Source: an optimization exercise on an open RTL-to-GDS flow (aim: small area). Production flows keep margins and buffers that such runs may drop.
Function was checked by simulation only, so behaviour that the tests miss may differ from the original.
Power is estimated from default activity; no workload was simulated.

==> run A: inputs <==
// Processor_Top
module Processor_Top(
    input clock,
    input reset_n,
    output [31:0] instr_addr,
    input [31:0] instr_data,
    output dmem_we,
    output [31:0] dmem_wdata,
    input [31:0] dmem_rdata,
    output [31:0] alu_output,
    output [31:0] current_instruction,
    output [31:0] next_pc_value,
    output branch_active
);
==> module Register_File_Unit, before the edit <==
module Register_File_Unit(
    input clock,
    input reset_n,
    input [4:0] rs, rt, rd,
    input int_we,
    input fp_we,
    input [31:0] wdata,
    output [31:0] rs_val,
    output [31:0] rt_val,
    output [31:0] fs_val,
    output [31:0] ft_val
);
    wire rst = ~reset_n;
    wire [31:0] sel_s, sel_t, sel_d;
    RF_Dec5E dec_s (.a(rs), .en(reset_n), .y(sel_s));
    RF_Dec5E dec_t (.a(rt), .en(reset_n), .y(sel_t));
    RF_Dec5 dec_d (.a(rd), .y(sel_d));
    wire [31:0] rs_raw, rt_raw;
    wire s28 = rst & (rs == 5'd28), s29 = rst & (rs == 5'd29);
    wire t28 = rst & (rt == 5'd28), t29 = rst & (rt == 5'd29);
    assign rs_val = rs_raw | {s29, 2'd0, s28, 12'd0, s28, 15'd0};
    assign rt_val = rt_raw | {t29, 2'd0, t28, 12'd0, t28, 15'd0};
    wire [31:0] wd = wdata;                 
    wire [31:0] wd28 = wd | {3'd0, rst, 12'd0, rst, 15'd0};    
    wire [31:0] wd29 = wd | {rst, 31'd0};                     
    reg [31:0] ir [1:31];
    reg [31:0] fr [0:31];
    wire [1023:0] ir_flat, fr_flat;
    assign ir_flat[31:0] = 32'd0;
    genvar g, b;
    generate
        for (g = 1; g < 32; g = g + 1) begin : gi
            wire en, enn;
            wire [31:0] nxt;
            RF_En we_i (.rst(rst), .we(int_we), .sel(sel_d[g]), .en(en), .enn(enn));
            for (b = 0; b < 32; b = b + 1) begin : gb
                RF_WMux m (.q(ir[g][b]),
                           .d((g == 29) ? wd29[b] : (g == 28) ? wd28[b] : wd[b]),
                           .en(en), .enn(enn), .y(nxt[b]));
            end
            always @(posedge clock) ir[g] <= nxt;
            assign ir_flat[32*g +: 32] = ir[g];
        end
        for (g = 0; g < 32; g = g + 1) begin : gf
            wire en, enn;
            wire [31:0] nxt;
            RF_En we_f (.rst(rst), .we(fp_we), .sel(sel_d[g]), .en(en), .enn(enn));
            for (b = 0; b < 32; b = b + 1) begin : gb
                RF_WMux m (.q(fr[g][b]), .d(wd[b]), .en(en), .enn(enn), .y(nxt[b]));
            end
            always @(posedge clock) fr[g] <= nxt;
            assign fr_flat[32*g +: 32] = fr[g];
        end
        for (b = 0; b < 32; b = b + 1) begin : rdb
            wire [31:0] ci, cf;
            for (g = 0; g < 32; g = g + 1) begin : col
                assign ci[g] = ir_flat[32*g + b];
                assign cf[g] = fr_flat[32*g + b];
            end
            RF_Rd31 rp_s (.sel(sel_s), .d(ci), .y(rs_raw[b]));
            RF_Rd31 rp_t (.sel(sel_t), .d(ci), .y(rt_raw[b]));
            RF_Rd32 rp_fs (.sel(sel_s), .d(cf), .y(fs_val[b]));
            RF_Rd32 rp_ft (.sel(sel_t), .d(cf), .y(ft_val[b]));
        end
    endgenerate
endmodule
==> module RF_Dec5E, before the edit <==
module RF_Dec5E(input [4:0] a, input en, output [31:0] y);
    assign y = {31'd0, en} << a;
endmodule
==> module RF_En, before the edit <==
module RF_En(input rst, input we, input sel, output en, output enn);
    assign en = rst | (we & sel);
    assign enn = ~en;
endmodule
export LEC_CHECK = 0
export CAP_MARGIN = 20
export CORE_MARGIN = 2
export CORE_UTILIZATION = 40
export CTS_BUF_LIST = sky130_fd_sc_hd__clkbuf_8
export CTS_CLUSTER_DIAMETER = 60
export CTS_CLUSTER_SIZE = 16
export SLEW_MARGIN = 20
export SYNTH_HIERARCHICAL = 1
create_clock -name core_clock -period 25.0 [get_ports {clock}]
standard.sh (not shown) runs the stock make flow with config.mk's settings and CLKGATE_MAP_FILE= SYNTH_SCRIPT=/design/flow/synth_recipe.tcl, a recipe that flattens the netlist after the stock synthesis.
==> flow/flow/run.sh <==
#!/bin/bash
# Own layout flow: the standard flow (standard.sh, with its standard
# synthesis unchanged) with two layout settings changed:
#  - output ports are buffered with sky130_fd_sc_hd__buf_1 cells (they drive
#    only the port load); input ports get sky130_fd_sc_hd__buf_2 cells,
#    inserted right after global placement by flow/post_gp.tcl. Every port
#    still gets a buffer.
#  - the clock tree is built from clkbuf_8 cells in clusters of at most 16
#    sinks within 60 um, without dummy loads.
# Each tool's full log is in orfs/logs/ as the standard flow writes it; make's
# own output goes to flow_make.log in this folder.
set -euo pipefail
export BUFFER_PORTS_ARGS="-outputs -buffer_cell sky130_fd_sc_hd__buf_1"
export POST_GLOBAL_PLACE_TCL="$(pwd)/flow/post_gp.tcl"
export CTS_ARGS="-sink_clustering_enable -repair_clock_nets -dont_use_dummy_load -sink_clustering_size 16 -sink_clustering_max_diameter 60 -buf_list sky130_fd_sc_hd__clkbuf_8"
bash standard.sh > flow_make.log 2>&1
==> flow/flow/post_gp.tcl <==
# Sourced by the standard flow after global placement (POST_GLOBAL_PLACE_TCL):
# the outputs got their port buffers before global placement; here every
# input port gets its buffer, a sky130_fd_sc_hd__buf_2 (the resizer's repair
# that follows sizes up or adds buffers where a port's fanout needs more).
buffer_ports -inputs -buffer_cell sky130_fd_sc_hd__buf_2
==> run K (differences from run A) <==
==> flow/run.sh (new file) <==
#!/bin/bash
# synth_recipe.tcl (not shown) runs the flow's synth.tcl, then flattens the netlist and writes it again
# the make line also repeats each setting of config.mk as NAME=value (left out here)
make -C /OpenROAD-flow-scripts/flow DESIGN_CONFIG=/design/flow/config.mk WORK_HOME=/design/flow/orfs CLKGATE_MAP_FILE= SYNTH_SCRIPT=/design/flow/synth_recipe.tcl finish
removed: flow/flow/run.sh
removed: flow/flow/post_gp.tcl
removed: flow/standard.sh
==> run E (differences from run A) <==
--- a/flow/design.v
+++ b/flow/design.v
@@ -115,19 +115,11 @@
     output [31:0] fs_val,
     output [31:0] ft_val
 );
-    wire rst = ~reset_n;
     wire [31:0] sel_s, sel_t, sel_d;
-    RF_Dec5E dec_s (.a(rs), .en(reset_n), .y(sel_s));
-    RF_Dec5E dec_t (.a(rt), .en(reset_n), .y(sel_t));
+    RF_Dec5 dec_s (.a(rs), .y(sel_s));
+    RF_Dec5 dec_t (.a(rt), .y(sel_t));
     RF_Dec5 dec_d (.a(rd), .y(sel_d));
-    wire [31:0] rs_raw, rt_raw;
-    wire s28 = rst & (rs == 5'd28), s29 = rst & (rs == 5'd29);
-    wire t28 = rst & (rt == 5'd28), t29 = rst & (rt == 5'd29);
-    assign rs_val = rs_raw | {s29, 2'd0, s28, 12'd0, s28, 15'd0};
-    assign rt_val = rt_raw | {t29, 2'd0, t28, 12'd0, t28, 15'd0};
-    wire [31:0] wd = wdata;                 
-    wire [31:0] wd28 = wd | {3'd0, rst, 12'd0, rst, 15'd0};    
-    wire [31:0] wd29 = wd | {rst, 31'd0};                     
+    wire [31:0] wd = wdata;
     reg [31:0] ir [1:31];
     reg [31:0] fr [0:31];
     wire [1023:0] ir_flat, fr_flat;
@@ -137,23 +129,25 @@
         for (g = 1; g < 32; g = g + 1) begin : gi
             wire en, enn;
             wire [31:0] nxt;
-            RF_En we_i (.rst(rst), .we(int_we), .sel(sel_d[g]), .en(en), .enn(enn));
+            RF_En we_i (.we(int_we), .sel(sel_d[g]), .en(en), .enn(enn));
             for (b = 0; b < 32; b = b + 1) begin : gb
-                RF_WMux m (.q(ir[g][b]),
-                           .d((g == 29) ? wd29[b] : (g == 28) ? wd28[b] : wd[b]),
-                           .en(en), .enn(enn), .y(nxt[b]));
+                RF_WMux m (.q(ir[g][b]), .d(wd[b]), .en(en), .enn(enn), .y(nxt[b]));
             end
-            always @(posedge clock) ir[g] <= nxt;
+            always @(posedge clock or negedge reset_n)
+                if (!reset_n) ir[g] <= (g == 29) ? 32'h80000000 : (g == 28) ? 32'h10008000 : 32'd0;
+                else ir[g] <= nxt;
             assign ir_flat[32*g +: 32] = ir[g];
         end
         for (g = 0; g < 32; g = g + 1) begin : gf
             wire en, enn;
             wire [31:0] nxt;
-            RF_En we_f (.rst(rst), .we(fp_we), .sel(sel_d[g]), .en(en), .enn(enn));
+            RF_En we_f (.we(fp_we), .sel(sel_d[g]), .en(en), .enn(enn));
             for (b = 0; b < 32; b = b + 1) begin : gb
                 RF_WMux m (.q(fr[g][b]), .d(wd[b]), .en(en), .enn(enn), .y(nxt[b]));
             end
-            always @(posedge clock) fr[g] <= nxt;
+            always @(posedge clock or negedge reset_n)
+                if (!reset_n) fr[g] <= 32'd0;
+                else fr[g] <= nxt;
             assign fr_flat[32*g +: 32] = fr[g];
         end
         for (b = 0; b < 32; b = b + 1) begin : rdb
@@ -162,8 +156,8 @@
                 assign ci[g] = ir_flat[32*g + b];
                 assign cf[g] = fr_flat[32*g + b];
             end
-            RF_Rd31 rp_s (.sel(sel_s), .d(ci), .y(rs_raw[b]));
-            RF_Rd31 rp_t (.sel(sel_t), .d(ci), .y(rt_raw[b]));
+            RF_Rd31 rp_s (.sel(sel_s), .d(ci), .y(rs_val[b]));
+            RF_Rd31 rp_t (.sel(sel_t), .d(ci), .y(rt_val[b]));
             RF_Rd32 rp_fs (.sel(sel_s), .d(cf), .y(fs_val[b]));
             RF_Rd32 rp_ft (.sel(sel_t), .d(cf), .y(ft_val[b]));
         end
@@ -172,11 +166,8 @@
 module RF_Dec5(input [4:0] a, output [31:0] y);
     assign y = 32'd1 << a;
 endmodule
-module RF_Dec5E(input [4:0] a, input en, output [31:0] y);
-    assign y = {31'd0, en} << a;
-endmodule
-module RF_En(input rst, input we, input sel, output en, output enn);
-    assign en = rst | (we & sel);
+module RF_En(input we, input sel, output en, output enn);
+    assign en = we & sel;
     assign enn = ~en;
 endmodule
 module RF_WMux(input q, input d, input en, input enn, output y);
==> flow/run.sh (new file) <==
#!/bin/bash
# synth_recipe.tcl (not shown) runs the flow's synth.tcl, then flattens the netlist and writes it again
# the make line also repeats each setting of config.mk as NAME=value (left out here)
make -C /OpenROAD-flow-scripts/flow DESIGN_CONFIG=/design/flow/config.mk WORK_HOME=/design/flow/orfs CLKGATE_MAP_FILE= SYNTH_SCRIPT=/design/flow/synth_recipe.tcl finish
removed: flow/flow/run.sh
removed: flow/flow/post_gp.tcl
removed: flow/standard.sh
==> comparison <==
- Non-clock buffer count: run E > run K > run A.
- Combinational power: run E < run A < run K.
- Of run K and run E, run E has the higher die area (gap about 9%, measured against run E).
- In run A the area after synthesis is smaller than in run E, by 8.6%.
- Between run K and run E, the lower synthesized cell count is in run E (gap 0.85%, measured against run E).
- In run E the clock power is larger than in run A, by 24%.
- Run A completed without violations. Run E went through all stages and came out clean. Run K ran to the end with no violations.

[afterwards: timing with drivers on the ports]
No port has a modelled driver above. Below, the same layouts with a new extraction and two added sets of constraints.
Step 1: set_driving_cell puts a clkbuf_16 on clock and a buf_2 on each other input, an assumption about the parent block.
Step 2 times the ports against the registers' clock, not the clock port: input delays grow and output delays shrink by t, the midpoint of the rising clock arrivals with the driver on.
Slacks: ideal / step 1 / step 2; pairs: ideal / step 1.
run	shift t [ns]	setup slack, ns	worst setup path after step 2	latest minus earliest clock arrival (ns)	worst data-port slew with drivers (ns)
run A	1.046	2.806 / 2.772 / 2.772	input to output	0.122 / 0.121	0.05
run K	1.090	1.812 / 1.788 / 1.788	input to output	0.077 / 0.076	0.09
run E	1.193	1.786 / 1.762 / 1.762	input to output	0.138 / 0.138	0.34
After both steps every run listed still meets setup and hold. For run A, which loses most, drivers alone change the setup slack by -0.034 ns; drivers and shift together by -0.034 ns.
